Source: an optimization exercise on an open RTL-to-GDS flow (aim: small area). Production flows keep margins and buffers that such runs may drop.
The RTL was checked by simulation tests, not by an equivalence proof against the original design.
Power is estimated from default activity; no workload was simulated.

Setup of north:
==> flow/design.v <==
module RISC_V_pp (
    input clk,
    input rst_n,
    output [31:0] imem_addr,
    input  [31:0] imem_rdata,
    output [31:0] dmem_addr,
    output [31:0] dmem_wdata,
    output        dmem_we,
    input  [31:0] dmem_rdata
);
    localparam INIT = 3'd0, WIN = 3'd1, ZERO = 3'd2, EXEC = 3'd3,
               ITER = 3'd4, FIN = 3'd5, PCU = 3'd6, MEM = 3'd7;
    reg [2:0]  st;
    reg [4:0]  h;
    reg [31:0] w [0:30];
    reg [31:0] A, B;
    reg [31:1] PCh;
    wire [31:0] PC = {PCh, 1'b0};
    reg [32:0] R;
    reg [4:0]  rdp;
    reg        seenA, seenB, seenW, sgn, zA, taken;
    wire [31:0] ins = imem_rdata;
    wire [4:0] rs1 = ins[19:15];
    wire [4:0] rs2 = ins[24:20];
    wire [4:0] rd  = ins[11:7];
    wire isR   = ~ins[6] &  ins[5] &  ins[4];
    wire isI   = ~ins[6] & ~ins[5] &  ins[4];
    wire isLd  = ~ins[6] & ~ins[5] & ~ins[4] & ins[0];
    wire isSt  = ~ins[6] &  ins[5] & ~ins[4];
    wire isBr  =  ins[6] & ~ins[2];
    wire isJal =  ins[6] &  ins[2];
    wire isM   = isR & ins[25];
    wire isDiv = isM & ins[14];
    wire isAlu = (isR & ~isM) | isI;
    wire use1 = isR | isI | isLd | isSt | isBr;
    wire use2 = isR | isSt | isBr;
    wire z1 = (rs1 == 5'd0);
    wire z2 = (rs2 == 5'd0);
    reg [31:0] imm;
    always @(*) begin
        if (isSt)      imm = {{20{ins[31]}}, ins[31:25], ins[11:7]};
        else if (isBr) imm = {{20{ins[31]}}, ins[7], ins[30:25], ins[11:8], 1'b0};
        else if (isJal) imm = {{12{ins[31]}}, ins[19:12], ins[20], ins[30:21], 1'b0};
        else           imm = {{20{ins[31]}}, ins[31:20]};
    end
    reg [9:0] rom;
    always @(*) begin
        case (h)
            5'd1: rom = 10'd4;    5'd2: rom = 10'd120;  5'd3: rom = 10'd2;
            5'd4: rom = 10'd4;    5'd5: rom = 10'd1;    5'd6: rom = 10'd14;
            5'd7: rom = 10'd4;    5'd8: rom = 10'd24;   5'd9: rom = 10'd12;
            5'd10: rom = 10'd23;  5'd11: rom = 10'd4;   5'd12: rom = 10'd90;
            5'd13: rom = 10'd10;  5'd14: rom = 10'd1000; 5'd15: rom = 10'd30;
            5'd16: rom = 10'd40;  5'd17: rom = 10'd50;  5'd18: rom = 10'd60;
            5'd19: rom = 10'd70;  5'd20: rom = 10'd80;  5'd21: rom = 10'd80;
            5'd22: rom = 10'd90;  5'd23: rom = 10'd70;  5'd24: rom = 10'd60;
            5'd25: rom = 10'd65;  5'd26: rom = 10'd4;   5'd27: rom = 10'd32;
            5'd28: rom = 10'd12;  5'd29: rom = 10'd34;  5'd30: rom = 10'd5;
            default: rom = 10'd10;
        endcase
    end
    wire [31:0] head = w[30];
    wire hitW = (h == rdp) & (st != ITER);    
    wire [31:0] wmux = (st == INIT) ? {22'd0, rom} : (hitW ? R[31:0] : head);
    wire inWin = (st == WIN);
    wire needA = use2 & ~z2;
    wire needB = use1 & ~z1;
    wire hitA = inWin & needA & ~seenA & (h == rs2);
    wire hitB = inWin & needB & ~seenB & (h == rs1);
    wire doneA = ~needA | seenA | hitA;
    wire doneB = ~needB | seenB | hitB;
    wire doneW = (rdp == 5'd0) | seenW | hitW;
    wire negq = sgn & ~zA;
    wire sgnBr = isBr & ~ins[13];
    reg [32:0] X, Yp;
    reg inv, cin;
    always @(*) begin
        X = 33'd0; Yp = 33'd0; inv = 1'b0; cin = 1'b0;
        case (st)
            WIN: begin
                Yp = {1'b0, wmux};
                inv = isDiv & wmux[31]; cin = inv;
            end
            EXEC: begin
                if (isJal) begin
                    X = {1'b0, PC}; Yp = 33'd4;
                end else if (isAlu | isLd | isSt | isBr) begin
                    X = {sgnBr & B[31], B};
                    Yp = (isR | isBr) ? {sgnBr & A[31], A} : {1'b0, imm};
                    inv = (isR & ins[30]) | isBr; cin = inv;
                end
            end
            ITER: begin
                X = {R[31:0], isDiv & B[31]};
                if (isDiv) begin
                    Yp = {1'b0, A}; inv = ~R[32]; cin = inv;
                end else
                    Yp = B[31] ? {1'b0, A} : 33'd0;
            end
            FIN: begin
                X = {1'b0, B}; cin = negq;
            end
            MEM: begin
                Yp = {1'b0, dmem_rdata};
            end
            PCU: begin
                X = {1'b0, PC}; Yp = taken ? {1'b0, imm} : 33'd4;
            end
            default: ;
        endcase
    end
    wire [32:0] Yx = Yp ^ {33{inv}};
    wire [33:0] cy;
    wire [32:0] S;
    assign cy[0] = cin;
    genvar gi;
    generate for (gi = 0; gi < 33; gi = gi + 1) begin : g_add
        assign S[gi] = X[gi] ^ Yx[gi] ^ cy[gi];
        assign cy[gi+1] = (X[gi] & Yx[gi]) | (X[gi] & cy[gi]) | (Yx[gi] & cy[gi]);
    end endgenerate
    wire eqz = (S[31:0] == 32'd0);
    wire brc = ins[14] ? (S[32] ^ ins[12]) : (eqz ^ ins[12]);
    assign imem_addr  = PC;
    assign dmem_addr  = B;
    assign dmem_wdata = A;
    assign dmem_we    = (st == MEM) & isSt;
    integer k;
    always @(posedge clk) begin
        w[0] <= wmux;
        for (k = 1; k < 31; k = k + 1) w[k] <= w[k-1];
    end
    always @(posedge clk or negedge rst_n) begin
        if (!rst_n) begin
            st <= INIT;
            h  <= 5'd1;
        end else begin
            h <= (h == 5'd31) ? 5'd1 : h + 5'd1;
            case (st)
                INIT: if (h == 5'd31) st <= WIN;
                WIN:  if (doneA & doneB & doneW)
                          st <= ((needA | ~use2) & (needB | ~use1)) ? EXEC : ZERO;
                ZERO: st <= EXEC;
                EXEC: st <= isM ? ITER : ((isLd | isSt) ? MEM : PCU);
                MEM:  st <= PCU;
                ITER: if (rdp == 5'd31) st <= FIN;
                FIN:  st <= PCU;
                default: st <= WIN;
            endcase
        end
    end
    always @(posedge clk) begin
        case (st)
            INIT: begin
                PCh <= S[31:1];
                rdp <= 5'd0; seenW <= 1'b0;
                seenA <= 1'b0; seenB <= 1'b0; sgn <= 1'b0; zA <= 1'b1;
            end
            WIN: begin
                if (hitA) begin A <= S[31:0]; zA <= eqz; end
                if (hitB) B <= S[31:0];
                sgn <= sgn ^ (hitA & wmux[31]) ^ (hitB & wmux[31]);
                seenA <= seenA | hitA;
                seenB <= seenB | hitB;
                seenW <= seenW | hitW;
            end
            ZERO: begin
                if (use2 & z2) A <= S[31:0];
                if (use1 & z1) B <= S[31:0];
                seenW <= seenW | hitW;
            end
            EXEC: begin
                taken <= (isBr & brc) | isJal;
                seenW <= 1'b0;
                if (isLd | isSt) B <= S[31:0];
                else if (isAlu & ins[13]) R <= {1'b0, ins[12] ? (X[31:0] & Yp[31:0]) : (X[31:0] | Yp[31:0])};
                else R <= S;
                rdp <= (isAlu | isJal) ? rd : 5'd0;    
            end
            ITER: begin
                rdp <= rdp + 5'd1;
                R <= S;
                B <= {B[30:0], isDiv & (~S[32] ^ negq)};
            end
            MEM: begin
                R <= S;
                rdp <= isLd ? rd : 5'd0;
                seenW <= 1'b0;
            end
            FIN: begin
                if (isDiv) R <= S;
                rdp <= rd; seenW <= 1'b0;
            end
            PCU: begin
                PCh <= S[31:1];
                seenA <= 1'b0; seenB <= 1'b0; sgn <= 1'b0; zA <= 1'b1;
                seenW <= seenW | hitW;
            end
            default: ;
        endcase
    end
endmodule
Settings: LEC_CHECK=0, CAP_MARGIN=20, CORE_MARGIN=2, CORE_UTILIZATION=60, CTS_BUF_LIST=sky130_fd_sc_hd__clkbuf_8, CTS_CLUSTER_DIAMETER=60, CTS_CLUSTER_SIZE=16, SLEW_MARGIN=20; clock period 150.0 ns.
standard.sh (not shown) runs the stock make flow with config.mk's settings and CLKGATE_MAP_FILE= SYNTH_SCRIPT=/design/flow/synth_recipe.tcl, a recipe that flattens the netlist after the stock synthesis.
==> flow/flow/run.sh <==
#!/bin/bash
# Standard layout, with the port buffers made from the smallest buffer cell.
cp standard.sh standard.sh.txt 2>/dev/null
export BUFFER_PORTS_ARGS="-buffer_cell sky130_fd_sc_hd__buf_1"
bash standard.sh > standard.log 2>&1
--- input diff north..south ---
-- flow/design.v --
<<< north, line 13
    reg [2:0]  st;
    reg [4:0]  h;
    reg [31:0] w [0:30];
    reg [31:0] A, B;
    reg [31:1] PCh;
    wire [31:0] PC = {PCh, 1'b0};
    reg [32:0] R;
    reg [4:0]  rdp;
>>> south, line 13
    reg [2:0]  st;
    reg [4:0]  h;
    reg [4:0]  cnt;
    reg [31:0] w [0:30];
    reg [31:0] A, B, PC;
    reg [32:0] R;
    reg [4:0]  rdp;
<<< north, line 61
    end
    wire [31:0] head = w[30];
    wire hitW = (h == rdp) & (st != ITER);    
    wire [31:0] wmux = (st == INIT) ? {22'd0, rom} : (hitW ? R[31:0] : head);
    wire inWin = (st == WIN);
>>> south, line 60
    end
    wire [31:0] head = w[30];
    wire hitW = (h == rdp);
    wire [31:0] wmux = (st == INIT) ? {22'd0, rom} : (hitW ? R[31:0] : head);
    wire inWin = (st == WIN);
<<< north, line 143
                EXEC: st <= isM ? ITER : ((isLd | isSt) ? MEM : PCU);
                MEM:  st <= PCU;
                ITER: if (rdp == 5'd31) st <= FIN;
                FIN:  st <= PCU;
                default: st <= WIN;
>>> south, line 142
                EXEC: st <= isM ? ITER : ((isLd | isSt) ? MEM : PCU);
                MEM:  st <= PCU;
                ITER: if (cnt == 5'd31) st <= FIN;
                FIN:  st <= PCU;
                default: st <= WIN;
<<< north, line 152
        case (st)
            INIT: begin
                PCh <= S[31:1];
                rdp <= 5'd0; seenW <= 1'b0;
                seenA <= 1'b0; seenB <= 1'b0; sgn <= 1'b0; zA <= 1'b1;
>>> south, line 151
        case (st)
            INIT: begin
                PC <= S[31:0];
                rdp <= 5'd0; seenW <= 1'b0;
                seenA <= 1'b0; seenB <= 1'b0; sgn <= 1'b0; zA <= 1'b1;
<<< north, line 170
            end
            EXEC: begin
                taken <= (isBr & brc) | isJal;
                seenW <= 1'b0;
>>> south, line 169
            end
            EXEC: begin
                cnt <= 5'd0;
                taken <= (isBr & brc) | isJal;
                seenW <= 1'b0;
<<< north, line 175
                else if (isAlu & ins[13]) R <= {1'b0, ins[12] ? (X[31:0] & Yp[31:0]) : (X[31:0] | Yp[31:0])};
                else R <= S;
                rdp <= (isAlu | isJal) ? rd : 5'd0;    
            end
            ITER: begin
                rdp <= rdp + 5'd1;
                R <= S;
                B <= {B[30:0], isDiv & (~S[32] ^ negq)};
>>> south, line 175
                else if (isAlu & ins[13]) R <= {1'b0, ins[12] ? (X[31:0] & Yp[31:0]) : (X[31:0] | Yp[31:0])};
                else R <= S;
                rdp <= (isAlu | isJal) ? rd : 5'd0;
            end
            ITER: begin
                cnt <= cnt + 5'd1;
                R <= S;
                B <= {B[30:0], isDiv & (~S[32] ^ negq)};
<<< north, line 192
            end
            PCU: begin
                PCh <= S[31:1];
                seenA <= 1'b0; seenB <= 1'b0; sgn <= 1'b0; zA <= 1'b1;
                seenW <= seenW | hitW;
>>> south, line 192
            end
            PCU: begin
                PC <= S[31:0];
                seenA <= 1'b0; seenB <= 1'b0; sgn <= 1'b0; zA <= 1'b1;
                seenW <= seenW | hitW;
### Flow results
- For synthesized-area fraction occupied by xor and xnor cells, north and south come out practically identical.
- Delta (south minus north): area after synthesis increased by 4.2% relative to the old numbers; ratio of total power to cell area increased by 5.7% relative to the old numbers; final area increased by 0.0014 mm^2 relative to the old numbers; number of global-route vias before repair increased by 2256 relative to the old numbers; worst setup slack decreased by 190 ps relative to the old numbers.
- south gives less portion of total power attributed to the clock network than north did.
- Side by side, share of synthesized cell area in full adder, half adder and majority cells turned out lower in south than in north.
- Part of the cycle the worst path needs: north vs south, no meaningful difference

## what the ideal ports hide
How much do the figures lean on ideal ports? The routed layouts below were timed once more, with nothing changed but the port constraints. Step 1: set_driving_cell puts a clkbuf_16 on clk and a buf_2 on each other input, an assumption about the parent block. Step 2 adds t to the input delays and takes it off the output delays; t is the mean of the earliest and latest rising clock arrival at the registers after step 1. Input paths then give back, and output paths get back, about the clock's delay inside the block. Three values: ideal, step 1, step 2; two values: the first two.
| run | t (ns) | slack for setup (ns) | worst register clock-pin slew, ns | pins driven straight from the clock port |
|---|---|---|---|---|
| north | 0.744 | 88.885 / 88.817 / 88.817 | 0.11 / 0.11 | 1 |
| south | 0.737 | 88.690 / 88.645 / 88.645 | 0.11 / 0.11 | 1 |
After both steps setup and hold are still met in every run listed. For north, which loses most, drivers alone change the setup slack by -0.068 ns; drivers and shift together by -0.068 ns.
